What follows belongs to an exercise in optimizing a design on an open flow for small area; a production flow would make more cautious choices.
The RTL was checked by simulation tests, not by an equivalence proof against the original design.

old:
// Digtal_Top
module Digtal_Top(
	input 			CLOCK_Digtal,
	input 			RST,
	input 			Rx,
	input 			CS,
	output [7:0]	Out_Data,
	output [7:0]	RAM_Data_In,
	output [30:0]	RAM_RDADD,
	output [30:0]	RAM_WRADD,
	output 			RAM_RDEN,
	output 			RAM_WREN,
	input [7:0]		RAM_Q
	);
	reg 		b;
	wire 		tick = ~b;
	reg [3:0]	z;
	reg [7:0]	cnt;
	reg [7:0]	data;
	wire 		det  = z[3];
	wire 		hi   = cnt[7] & cnt[4];
	wire 		rcv  = ~hi | (cnt[2:0] == 3'd0);
	wire 		post = hi & (cnt[2:0] != 3'd0) & (cnt[2:0] != 3'd6);
	wire 		samp = (cnt[3:0] == 4'd0) & (cnt[7:4] != 4'd0) & ~hi;
	reg good;
	reg [1:0]	cs_s;
	reg [2:0]	c;
	reg [5:0]	r;
	reg [5:0]	s;		 
	reg [7:0]	out;
	reg [30:0]	wradd;
	reg [30:0]	rdadd;
	reg 		ev9;	 
	wire 		frame = r[5] | r[4] | r[3] | r[2];
	wire 		ev8   = good & hi & (cnt[2:0] == 3'd4) & ~b;
	wire 		wr_on = good & frame & hi & (((cnt[2:0] == 3'd3) & ~b) | (cnt[2:0] == 3'd4));
	wire 		r_last = (r == 6'd49);
	wire 		done  = ev9 & frame & r_last;
	wire 		dis   = s[5] & s[4] & s[3];
	wire [5:0]	s_cur = (done & dis) ? 6'd0 : s;
	wire 		cs_rise = cs_s[0] & ~cs_s[1];
	wire 		cs_fall = ~cs_s[0] & cs_s[1];
	wire 		is_eb = (data == 8'hEB);
	wire 		is_90 = (data == 8'h90);
	always @(posedge CLOCK_Digtal) begin
		if (RST) begin
			b <= 1'b0;
			z <= 4'd0;
			cnt <= 8'd150;
		end else begin
			b <= ~b;
			if (tick) begin
				if (Rx)
					z <= 4'd0;
				else if (!z[3])
					z <= z + 1'b1;
				if (rcv) begin
					cnt <= cnt + 1'b1;
				end else if (det)
					cnt <= 8'd0;
				else if (post)
					cnt <= cnt + 1'b1;
			end
		end
	end
	always @(posedge CLOCK_Digtal) begin
		if (tick & rcv & samp)
			data <= {Rx, data[7:1]};
		if (tick & rcv & hi)
			good <= Rx;
	end
	wire 		wr_inc = ev9 & frame;
	wire 		rd_inc = (c == 3'd7);
	reg 		wcy, rcy;
	wire [31:0]	wt, rt;
	genvar i;
	generate for (i = 0; i < 31; i = i + 1) begin : g_add
		if (i == 0) begin : g_lo
			assign wt[i] = wr_inc;
  ...
==> module Digtal_Top, before the edit <==
module Digtal_Top(
	input 			CLOCK_Digtal,
	input 			RST,
	input 			Rx,
	input 			CS,
	output [7:0]	Out_Data,
	output [7:0]	RAM_Data_In,
	output [30:0]	RAM_RDADD,
	output [30:0]	RAM_WRADD,
	output 			RAM_RDEN,
	output 			RAM_WREN,
	input [7:0]		RAM_Q
	);
	reg 		b;
	wire 		tick = ~b;
	reg [3:0]	z;
	reg [7:0]	cnt;
	reg [7:0]	data;
	wire 		det  = z[3];
	wire 		hi   = cnt[7] & cnt[4];
	wire 		rcv  = ~hi | (cnt[2:0] == 3'd0);
	wire 		post = hi & (cnt[2:0] != 3'd0) & (cnt[2:0] != 3'd6);
	wire 		samp = (cnt[3:0] == 4'd0) & (cnt[7:4] != 4'd0) & ~hi;
	reg good;
	reg [1:0]	cs_s;
	reg [2:0]	c;
	reg [5:0]	r;
	reg [5:0]	s;		 
	reg [7:0]	out;
	reg [30:0]	wradd;
	reg [30:0]	rdadd;
	reg 		ev9;	 
	wire 		frame = r[5] | r[4] | r[3] | r[2];
	wire 		ev8   = good & hi & (cnt[2:0] == 3'd4) & ~b;
	wire 		wr_on = good & frame & hi & (((cnt[2:0] == 3'd3) & ~b) | (cnt[2:0] == 3'd4));
	wire 		r_last = (r == 6'd49);
	wire 		done  = ev9 & frame & r_last;
	wire 		dis   = s[5] & s[4] & s[3];
	wire [5:0]	s_cur = (done & dis) ? 6'd0 : s;
	wire 		cs_rise = cs_s[0] & ~cs_s[1];
	wire 		cs_fall = ~cs_s[0] & cs_s[1];
	wire 		is_eb = (data == 8'hEB);
	wire 		is_90 = (data == 8'h90);
	always @(posedge CLOCK_Digtal) begin
		if (RST) begin
			b <= 1'b0;
			z <= 4'd0;
			cnt <= 8'd150;
		end else begin
			b <= ~b;
			if (tick) begin
				if (Rx)
					z <= 4'd0;
				else if (!z[3])
					z <= z + 1'b1;
				if (rcv) begin
					cnt <= cnt + 1'b1;
				end else if (det)
					cnt <= 8'd0;
				else if (post)
					cnt <= cnt + 1'b1;
			end
		end
	end
	always @(posedge CLOCK_Digtal) begin
		if (tick & rcv & samp)
			data <= {Rx, data[7:1]};
		if (tick & rcv & hi)
			good <= Rx;
	end
	wire 		wr_inc = ev9 & frame;
	wire 		rd_inc = (c == 3'd7);
	reg 		wcy, rcy;
	wire [31:0]	wt, rt;
	genvar i;
	generate for (i = 0; i < 31; i = i + 1) begin : g_add
		if (i == 0) begin : g_lo
			assign wt[i] = wr_inc;
			assign rt[i] = rd_inc;
		end else if (i == 16) begin : g_hi
			assign wt[i] = wcy;
			assign rt[i] = rcy;
		end else begin : g_rip
			assign wt[i] = wt[i-1] & wradd[i-1];
			assign rt[i] = rt[i-1] & rdadd[i-1];
		end
		always @(posedge CLOCK_Digtal) begin
			wradd[i] <= ~RST & (wradd[i] ^ wt[i]);
			rdadd[i] <= ~RST & (rdadd[i] ^ rt[i]);
		end
	end endgenerate
	always @(posedge CLOCK_Digtal) begin
		wcy <= ~RST & wt[15] & wradd[15];
		rcy <= ~RST & rt[15] & rdadd[15];
	end
	always @(posedge CLOCK_Digtal) begin
		if (RST) begin
			cs_s <= 2'b00;
			ev9 <= 1'b0;
			c <= 3'd0;
			r <= 6'd0;
			s <= 6'd56;
			out <= 8'd0;
		end else begin
			cs_s <= {cs_s[0], CS};
			ev9 <= ev8;
			if (ev9) begin
				if (!frame) begin
					if (is_eb)
						r <= (r == 6'd3) ? 6'd4 : 6'd1;
					else if (is_90 & (r == 6'd1 || r == 6'd2))
						r <= r + 1'b1;
					else
						r <= 6'd0;
				end else
					r <= r_last ? 6'd0 : r + 1'b1;
			end
			if (c != 3'd0)
				c <= c + 1'b1;
			if (c == 3'd5)
				out <= RAM_Q;
			s <= s_cur;
			if (c == 3'd7)
				s <= s_cur + 1'b1;
			if (cs_rise) begin
				if (dis & ~done)
					out <= 8'hAA;
				else if (s_cur[5:2] == 4'd0) begin
					out <= (s_cur[1:0] == 2'd1 || s_cur[1:0] == 2'd2) ? 8'h90 : 8'hEB;
					s <= s_cur + 1'b1;
				end else
					c <= 3'd1;
			end
			if (cs_fall & s_cur[5] & s_cur[4] & s_cur[1]) begin
				s <= 6'd56;
			end
		end
	end
	assign RAM_WREN = wr_on;
	assign RAM_RDEN = c[2] ^ (c[1] & c[0]);
	assign RAM_Data_In = data;
	assign RAM_WRADD = wradd;
	assign RAM_RDADD = rdadd;
	assign Out_Data = out;
endmodule
clock: 5.0 ns
lec_check: 0
cap_margin: 20
core_margin: 2
core_utilization: 40
place_density: 0.6
slew_margin: 20
standard.sh (not shown) runs the stock make flow with config.mk's settings and CLKGATE_MAP_FILE= SYNTH_SCRIPT=/design/flow/synth_recipe.tcl, a recipe that flattens the netlist after the stock synthesis.
==> flow/flow/run.sh <==
#!/bin/bash
# Standard ORFS layout with three changes:
#  - synthesis maps all logic, adders included, with an area-oriented ABC
#    script (flow/abc.script) instead of extracting half adders first; it is
#    run with several random seeds for ABC's &deepsyn and the smallest
#    netlist is kept. Everything else in synthesis is the standard script, so
#    the registers are those of the standard synthesis.
#  - ports are buffered with the smallest buffer
#  - the clock tree is built from small clock buffers without dummy loads
set -euo pipefail
here=$(pwd)
orfs="$here/orfs"
export BUFFER_PORTS_ARGS="-buffer_cell sky130_fd_sc_hd__buf_1"
export CTS_ARGS="-sink_clustering_enable -repair_clock_nets -dont_use_dummy_load -buf_list {sky130_fd_sc_hd__clkbuf_2 sky130_fd_sc_hd__clkbuf_4 sky130_fd_sc_hd__clkbuf_8}"
best=""
best_area=""
for seed in 0 1 2 3 4 5 6 7; do
	rm -rf "$here/scripts_abc" "$orfs"
	cp -r "$FLOW_HOME/scripts" "$here/scripts_abc"
	sed "s/SEED/$seed/" "$here/flow/abc.script" > "$here/scripts_abc/abc_speed.script"
	if bash standard.sh SCRIPTS_DIR="$here/scripts_abc" ADDER_MAP_FILE= synth > "$here/synth_$seed.log" 2>&1; then
		area=$(grep "Chip area for module" "$orfs"/reports/*/*/base/synth_stat.txt | awk '{print $NF}')
		echo "seed $seed area $area" >> "$here/synth_choice.log"
		if [[ -z "$best_area" ]] || awk "BEGIN{exit !($area < $best_area)}"; then
			best=$seed
			best_area=$area
			rm -rf "$here/orfs_best"
			cp -a "$orfs" "$here/orfs_best"
		fi
	fi
done
echo "kept seed $best area $best_area" >> "$here/synth_choice.log"
rm -rf "$orfs" "$here/scripts_abc"
mv "$here/orfs_best" "$orfs"
bash standard.sh > "$here/standard.log" 2>&1
==> flow/flow/abc.script <==
&get -n
&st
&deepsyn -J 50 -T 100 -S SEED
&dch -f
&nf -R 1000
&put
topo
stime -c
Input changes introduced in new (baseline for comparison: old):
--- a/flow/design.v
+++ b/flow/design.v
@@ -19,22 +19,20 @@
 	wire 		det  = z[3];
 	wire 		hi   = cnt[7] & cnt[4];
 	wire 		rcv  = ~hi | (cnt[2:0] == 3'd0);
 	wire 		post = hi & (cnt[2:0] != 3'd0) & (cnt[2:0] != 3'd6);
 	wire 		samp = (cnt[3:0] == 4'd0) & (cnt[7:4] != 4'd0) & ~hi;
-	reg good;
 	reg [1:0]	cs_s;
 	reg [2:0]	c;
 	reg [5:0]	r;
 	reg [5:0]	s;		 
 	reg [7:0]	out;
 	reg [30:0]	wradd;
 	reg [30:0]	rdadd;
-	reg 		ev9;	 
 	wire 		frame = r[5] | r[4] | r[3] | r[2];
-	wire 		ev8   = good & hi & (cnt[2:0] == 3'd4) & ~b;
-	wire 		wr_on = good & frame & hi & (((cnt[2:0] == 3'd3) & ~b) | (cnt[2:0] == 3'd4));
+	wire 		ev9   = hi & (cnt[2:0] == 3'd5) & b;	 
+	wire 		wr_on = frame & hi & (((cnt[2:0] == 3'd3) & ~b) | (cnt[2:0] == 3'd4));
 	wire 		r_last = (r == 6'd49);
 	wire 		done  = ev9 & frame & r_last;
 	wire 		dis   = s[5] & s[4] & s[3];
 	wire [5:0]	s_cur = (done & dis) ? 6'd0 : s;
 	wire 		cs_rise = cs_s[0] & ~cs_s[1];
@@ -52,24 +50,24 @@
 				if (Rx)
 					z <= 4'd0;
 				else if (!z[3])
 					z <= z + 1'b1;
 				if (rcv) begin
-					cnt <= cnt + 1'b1;
+					if (hi)
+						cnt <= Rx ? 8'd145 : 8'd150;
+					else
+						cnt <= cnt + 1'b1;
 				end else if (det)
 					cnt <= 8'd0;
 				else if (post)
 					cnt <= cnt + 1'b1;
 			end
 		end
 	end
-	always @(posedge CLOCK_Digtal) begin
+	always @(posedge CLOCK_Digtal)
 		if (tick & rcv & samp)
 			data <= {Rx, data[7:1]};
-		if (tick & rcv & hi)
-			good <= Rx;
-	end
 	wire 		wr_inc = ev9 & frame;
 	wire 		rd_inc = (c == 3'd7);
 	reg 		wcy, rcy;
 	wire [31:0]	wt, rt;
 	genvar i;
@@ -94,18 +92,16 @@
 		rcy <= ~RST & rt[15] & rdadd[15];
 	end
 	always @(posedge CLOCK_Digtal) begin
 		if (RST) begin
 			cs_s <= 2'b00;
-			ev9 <= 1'b0;
 			c <= 3'd0;
 			r <= 6'd0;
 			s <= 6'd56;
 			out <= 8'd0;
 		end else begin
 			cs_s <= {cs_s[0], CS};
-			ev9 <= ev8;
 			if (ev9) begin
 				if (!frame) begin
 					if (is_eb)
 						r <= (r == 6'd3) ? 6'd4 : 6'd1;
 					else if (is_90 & (r == 6'd1 || r == 6'd2))
--- outcome ---
Relative to old, xor/xnor cell area share of the yosys netlist increased by 0.45 points in new.
Comparing new with old, the residual antenna-violating net count after detailed routing came out essentially unchanged.
old → new: final critical path time including I/O delays and setup went up 0.82 ns; clock network area share held; routed wire length per instance went up 1.9%.
Side by side, number of ordinary inverters in the final layout turned out lower in new than in old.
new reports its launch point of the worst path as b while old reports c[0].
Taking old as the reference, in new first-pass GRT wire length grew by about 2.4%, maximum clock rate shrank by about 21%, sequential share of layout area shrank by 0.74 points, weighted congestion at the end of routability-driven global placement grew by 10%, critical path depth grew by 2.

what the ideal ports hide:
No port has a modelled driver above. Below, the same layouts with a new extraction and two added sets of constraints.
Step 1 (the two cells are an assumption about what drives the block):
set clk [get_ports {CLOCK_Digtal}]
set_driving_cell -lib_cell sky130_fd_sc_hd__clkbuf_16 $clk
set_driving_cell -lib_cell sky130_fd_sc_hd__buf_2 [delete_from_list [all_inputs] $clk]
Step 2, shift: input delay + t, output delay - t, t = (earliest + latest rising clock arrival at the registers) / 2. This alone moves slack from input paths to output paths.
Slacks: ideal ports / drivers / drivers and shift; pairs: ideal ports / drivers.
run | t, ns | slack for setup (ns) | worst setup path at the end | latest minus earliest clock arrival (ns)
old | 0.379 | 1.991 / 1.991 / 1.991 | register to register | 0.027 / 0.027
new | 0.375 | 1.173 / 1.173 / 1.173 | register to register | 0.027 / 0.028
After both steps setup and hold are still met in every run listed.
